From an optimization exercise on the open Yosys and OpenROAD flow, aimed at small area; shortcuts taken in it are not production practice. Function was checked by simulation only, so behaviour that the tests miss may differ from the original. No activity file was given, so power comes from the tool's default toggle rates.

Setup of run K:
## SPI_Wrapper
module SPI_Wrapper #(parameter MEM_DEPTH=256,parameter ADDR_SIZE=8)
(   input clk,rst_n,
    input MOSI,
    output MISO,
    input SS_N
);
    logic [ADDR_SIZE+1:0] rx_data;    
    logic rx_valid;                   
    logic tx_valid;                   
    logic tx_load;                    
    logic [ADDR_SIZE-1:0] rd_word;    
Single_port_Async_RAM #(
    .MEM_DEPTH (MEM_DEPTH ),
    .ADDR_SIZE (ADDR_SIZE )
) u_Single_port_Async_RAM (
    .clk      (clk      ),
    .rst_n    (rst_n    ),
    .din      (rx_data  ),
    .rx_valid (rx_valid ),
    .rd_word  (rd_word  ),
    .tx_valid (tx_valid ),
    .tx_load  (tx_load  )
);
SPI_Slave_Interface #(.ADDR_SIZE(ADDR_SIZE)
) u_SPI_Slave_Interface (
    .MOSI     (MOSI     ),
    .SS_N     (SS_N     ),
    .tx_valid (tx_valid ),
    .tx_load  (tx_load  ),
    .tx_data  (rd_word  ),
    .clk      (clk      ),
    .rst_n    (rst_n    ),
    .MISO     (MISO     ),
    .rx_valid (rx_valid ),
    .rx_data  (rx_data  )
);
endmodule
make LEC_CHECK=0 CAP_MARGIN=30 CORE_MARGIN=2 CORE_UTILIZATION=50 CTS_BUF_LIST='sky130_fd_sc_hd__clkbuf_4 sky130_fd_sc_hd__clkbuf_8' CTS_CLUSTER_DIAMETER=50 CTS_CLUSTER_SIZE=20 SLEW_MARGIN=40 finish   # period 10.0 ns
run.sh (not shown) runs the stock make flow with config.mk's settings and CLKGATE_MAP_FILE= SYNTH_SCRIPT=/design/flow/synth_recipe.tcl, a recipe that flattens the netlist after the stock synthesis.
Modified inputs, run H compared to run K
diff --git a/flow/config.mk b/flow/config.mk
--- a/flow/config.mk
+++ b/flow/config.mk
@@ -10,4 +10 @@
-export CORE_UTILIZATION = 50
-export CTS_BUF_LIST = sky130_fd_sc_hd__clkbuf_4 sky130_fd_sc_hd__clkbuf_8
-export CTS_CLUSTER_DIAMETER = 50
-export CTS_CLUSTER_SIZE = 20
+export CORE_UTILIZATION = 25
==> comparison <==
Of run K and run H, the run reporting the higher end-of-flow core utilization was run K. Row total length of routed wires: run H higher / run K lower. In run H the clock insertion delay at the later pin of the skew report turned out 80 ps lower than in run K. The proportion of power drawn by combinational gates was comparable across run K and run H. Delta(worst setup skew after layout, run H - run K) > 0.


SPI_Wrapper, a different RTL version from the one above (not shown whole).
For scale: ~2,600 cells after synthesis, ~2,100 flip-flops, roughly 5 I/O pins, about 0.046 sq mm of cells after synthesis.
clock: 10.0 ns
lec_check: 0
abc_area: 1
cap_margin: 30
core_margin: 2
core_utilization: 50
slew_margin: 40
standard.sh (not shown) runs the stock make flow with config.mk's settings and CLKGATE_MAP_FILE= SYNTH_SCRIPT=/design/flow/synth_recipe.tcl, a recipe that flattens the netlist after the stock synthesis.
==> flow/flow/run.sh <==
#!/bin/bash
set -euo pipefail
rm -rf orfs_scripts
cp -r "$FLOW_HOME/scripts" orfs_scripts
cp flow/abc_area.script orfs_scripts/abc_area.script
export CTS_ARGS="-sink_clustering_enable -repair_clock_nets -dont_use_dummy_load -buf_list sky130_fd_sc_hd__clkbuf_4 -sink_clustering_size 12 -sink_clustering_max_diameter 40"
bash standard.sh SCRIPTS_DIR="$PWD/orfs_scripts" finish > standard_flow.log 2>&1
==> flow/flow/abc_area.script <==
strash
&get -n
&fraig -x
&put
scorr
dc2
dretime
strash
&get -n
&dch -f
&nf -R 1000 -E 100 {D}
&put
The starting point went through all stages and came out clean.
Edit:
==> flow/flow/run.sh (replaced) <==
#!/bin/bash
set -euo pipefail
export CTS_ARGS="-sink_clustering_enable -repair_clock_nets -dont_use_dummy_load -buf_list sky130_fd_sc_hd__clkbuf_4 -sink_clustering_size 12 -sink_clustering_max_diameter 40"
bash standard.sh finish > standard_flow.log 2>&1
removed: flow/flow/abc_area.script
Cell area grows slightly.
Cell count rose by roughly a tenth.
Sequential share of layout area decreases by 1.2 points.
Clock power rises slightly.
Via count is higher by a little under a tenth.
Die area rises slightly.
Worst hold slack gains 0.041 ns.
Area after synthesis increases slightly.
Clock-buffer cell count grows by 7.
Power went up slightly.
Critical path depth went up by 1.
Edit:
==> flow/flow/run.sh (replaced) <==
#!/bin/bash
set -euo pipefail
export CTS_ARGS="-sink_clustering_enable -repair_clock_nets -dont_use_dummy_load -buf_list sky130_fd_sc_hd__clkbuf_8 -sink_clustering_size 20 -sink_clustering_max_diameter 50"
bash standard.sh finish > standard_flow.log 2>&1
=> The changed run finished clean. Routed wire length fell by 1.1%. Global-route usage fell by 0.25 points. Die area is unchanged. Count of clock-buffer cells in the layout fell by 70. Fmax hardly moves.
Edit:
==> flow/flow/run.sh (replaced) <==
#!/bin/bash
set -euo pipefail
export CTS_ARGS="-sink_clustering_enable -repair_clock_nets -dont_use_dummy_load -buf_list sky130_fd_sc_hd__clkbuf_4 -sink_clustering_size 13 -sink_clustering_max_diameter 40"
bash standard.sh finish > standard_flow.log 2>&1
Power falls by 3.0%. Routed wire length rises by 0.69%. Sequential power barely changes. Utilization falls by 0.47 points.
Edit:
==> flow/flow/run.sh (replaced) <==
#!/bin/bash
set -euo pipefail
rm -rf orfs_scripts
cp -r "$FLOW_HOME/scripts" orfs_scripts
cp flow/abc_area.script orfs_scripts/abc_area.script
export CTS_ARGS="-sink_clustering_enable -repair_clock_nets -dont_use_dummy_load -buf_list sky130_fd_sc_hd__clkbuf_4 -sink_clustering_size 12 -sink_clustering_max_diameter 40"
bash standard.sh SCRIPTS_DIR="$PWD/orfs_scripts" finish > standard_flow.log 2>&1
==> flow/flow/abc_area.script (new file) <==
strash
&get -n
&fraig -x
&put
scorr
dc2
dretime
strash
&get -n
&dch -f
&nf -E 100 -Q 100 {D}
&put
--- a/flow/config.mk
+++ b/flow/config.mk
@@ -11,0 +12 @@
+export GPL_TIMING_DRIVEN = 0
Clock-buffer cell count rose by 3.
Wire length went down by a little under a tenth.
Setup slack gets worse by 2.1 ns.
Design area is lower slightly.
Power stays flat.
Via count decreases by a few percent.
Core utilization rises by 0.70 points.
Synthesized cell count is lower by roughly a tenth.
Flip-flop and latch count is unchanged.


## v6
SPI_Wrapper, a different RTL version from the one above (not shown whole).
Size in the first run: about 3300 cells after synthesis, about 5 I/O pins.
clock: 10.0 ns
lec_check: 0
abc_area: 1
cap_margin: 30
core_margin: 2
core_utilization: 50
slew_margin: 40
==> flow/flow/run.sh <==
#!/bin/bash
set -euo pipefail
export CTS_ARGS="-sink_clustering_enable -repair_clock_nets -dont_use_dummy_load -buf_list sky130_fd_sc_hd__clkbuf_8 -sink_clustering_size 20 -sink_clustering_max_diameter 50"
bash standard.sh finish > standard_flow.log 2>&1
Every stage of the flow completed for v6, and the final layout passed the timing, DRC and antenna checks.
Relative to v6, the following input files were edited for v7:
- putting CTS_BUF_LIST at sky130_fd_sc_hd__clkbuf_4 sky130_fd_sc_hd__clkbuf_8 where nothing was set
- putting CTS_CLUSTER_SIZE at 20 where nothing was set
- putting CTS_CLUSTER_DIAMETER at 50 where nothing was set
==> flow/run.sh (new file) <==
#!/bin/bash
# synth_recipe.tcl (not shown) runs the flow's synth.tcl, then flattens the netlist and writes it again
# the make line also repeats each setting of config.mk as NAME=value (left out here)
make -C /OpenROAD-flow-scripts/flow DESIGN_CONFIG=/design/flow/config.mk WORK_HOME=/design/flow/orfs CLKGATE_MAP_FILE= SYNTH_SCRIPT=/design/flow/synth_recipe.tcl finish
removed: flow/flow/run.sh
removed: flow/standard.sh
==> comparison <==
As far as peak supply drop is concerned, v7 and v6 perform about the same.
Delta (v7 minus v6): number of ports placed on the die boundary roughly the same, routed wire length roughly the same, highest achievable clock rate lower, post-route clock period utilization higher.
Area growth from synthesis to layout, v6 and v7, higher one = v7.


## job 4941
SPI_Wrapper with an RTL version that a note above also has.
For scale: ~2,100 flip-flops, roughly 47,000 um^2 of cells after synthesis.
export LEC_CHECK = 0
export ABC_AREA = 1
export CAP_MARGIN = 20
export CORE_MARGIN = 2
export CORE_UTILIZATION = 50
export SLEW_MARGIN = 20
create_clock -name core_clock -period 10.0 [get_ports {clk}]
==> flow/flow/run.sh <==
#!/bin/bash
set -euo pipefail
export CTS_ARGS="-sink_clustering_enable -repair_clock_nets -dont_use_dummy_load -buf_list sky130_fd_sc_hd__clkbuf_4 -sink_clustering_size 12 -sink_clustering_max_diameter 40"
bash standard.sh finish > standard_flow.log 2>&1
diff inputs: job 4941 => job 5077
- swapping 20 for 40 in SLEW_MARGIN
- swapping 20 for 30 in CAP_MARGIN
==> flow/flow/run.sh <==
#!/bin/bash
set -euo pipefail
rm -rf orfs_scripts
cp -r "$FLOW_HOME/scripts" orfs_scripts
cp flow/abc_area.script orfs_scripts/abc_area.script
export CTS_ARGS="-sink_clustering_enable -repair_clock_nets -dont_use_dummy_load -buf_list sky130_fd_sc_hd__clkbuf_4 -sink_clustering_size 12 -sink_clustering_max_diameter 40"
bash standard.sh SCRIPTS_DIR="$PWD/orfs_scripts" finish > standard_flow.log 2>&1
==> flow/flow/abc_area.script (new file) <==
strash
&get -n
&fraig -x
&put
scorr
dc2
dretime
strash
&get -n
&dch -f
&nf -E 100 -Q 100 {D}
&put
Compared job 4941 against job 5077; clock share of power within noise. Max number of distinct library cells after synthesis across job 4941 and job 5077: job 5077. Cell area after layout went down slightly going from job 4941 to job 5077. Clock-buffer cell count went down slightly going from job 4941 to job 5077. On number of failing hold endpoints at the final stage, job 4941 and job 5077 are basically level. Core region area | job 5077 below job 4941. Total number of cells along the worst setup path was lower in job 5077 than in job 4941. Cmp job 5077 vs job 4941: number of vias after detailed routing lower in job 5077. Comparing job 4941 and job 5077, the lower die outline height is on job 5077.
### job 5077 -> job 6707
==> flow/flow/run.sh <==
#!/bin/bash
set -euo pipefail
export CTS_ARGS="-sink_clustering_enable -repair_clock_nets -dont_use_dummy_load -buf_list sky130_fd_sc_hd__clkbuf_4 -sink_clustering_size 12 -sink_clustering_max_diameter 40"
bash standard.sh finish > standard_flow.log 2>&1
removed: flow/flow/abc_area.script
[summary]
The run showing the smaller switching power summed over all nets is job 5077.
Compared to job 5077, job 6707 has total nets after synthesis about 13% higher.
Per the comparison of job 6707 with job 5077, combined area of the multi-input logic cells moved up; final-layout clock buffer total moved up.
As of job 6707, row count had risen slightly compared to job 5077.

==> afterwards: timing with drivers on the ports <==
How much do the figures lean on ideal ports? The routed layouts below were timed once more, with nothing changed but the port constraints.
Step 1 assumes that a clkbuf_16 drives the clock port and a buf_2 every other input.
Step 2 moves the port delays by t, midway between the first and last clock arrival at a register: inputs arrive t later, outputs are due t later. That takes back most of the time a late clock gives input paths.
Slacks: no drivers / after step 1 / after step 2; pairs: no drivers / after step 1.
run	t (ns)	setup slack, ns	hold WS [ns]	cell pins on the clock port's net
run K	0.912	5.447 / 5.383 / 5.716	0.301 / 0.301 / 0.301	1
run H	0.844	5.561 / 5.487 / 5.865	0.300 / 0.300 / 0.300	1
the first run of note 2	1.103	0.470 / 0.442 / 0.442	0.182 / 0.182 / 0.182	1
the second run of note 2	1.104	2.301 / 2.272 / 2.272	0.223 / 0.223 / 0.223	1
the third run of note 2	0.820	2.318 / 2.289 / 2.289	0.214 / 0.214 / 0.214	1
the fourth run of note 2	1.059	2.293 / 2.261 / 2.261	0.206 / 0.206 / 0.206	1
the fifth run of note 2	1.070	0.216 / 0.195 / 0.195	0.229 / 0.229 / 0.229	1
v6	0.864	3.809 / 3.748 / 4.612	0.252 / 0.252 / 0.252	1
v7	0.883	3.754 / 3.692 / 4.575	0.309 / 0.309 / 0.309	1
job 4941	1.081	2.297 / 2.266 / 2.266	0.219 / 0.219 / 0.219	1
job 5077	1.083	0.787 / 0.758 / 0.758	0.241 / 0.241 / 0.241	1
job 6707	1.104	2.301 / 2.272 / 2.272	0.223 / 0.223 / 0.223	1
After both steps setup and hold are still met in every run listed. For the fourth run of note 2, which loses most, drivers alone change the setup slack by -0.032 ns; drivers and shift together by -0.032 ns.
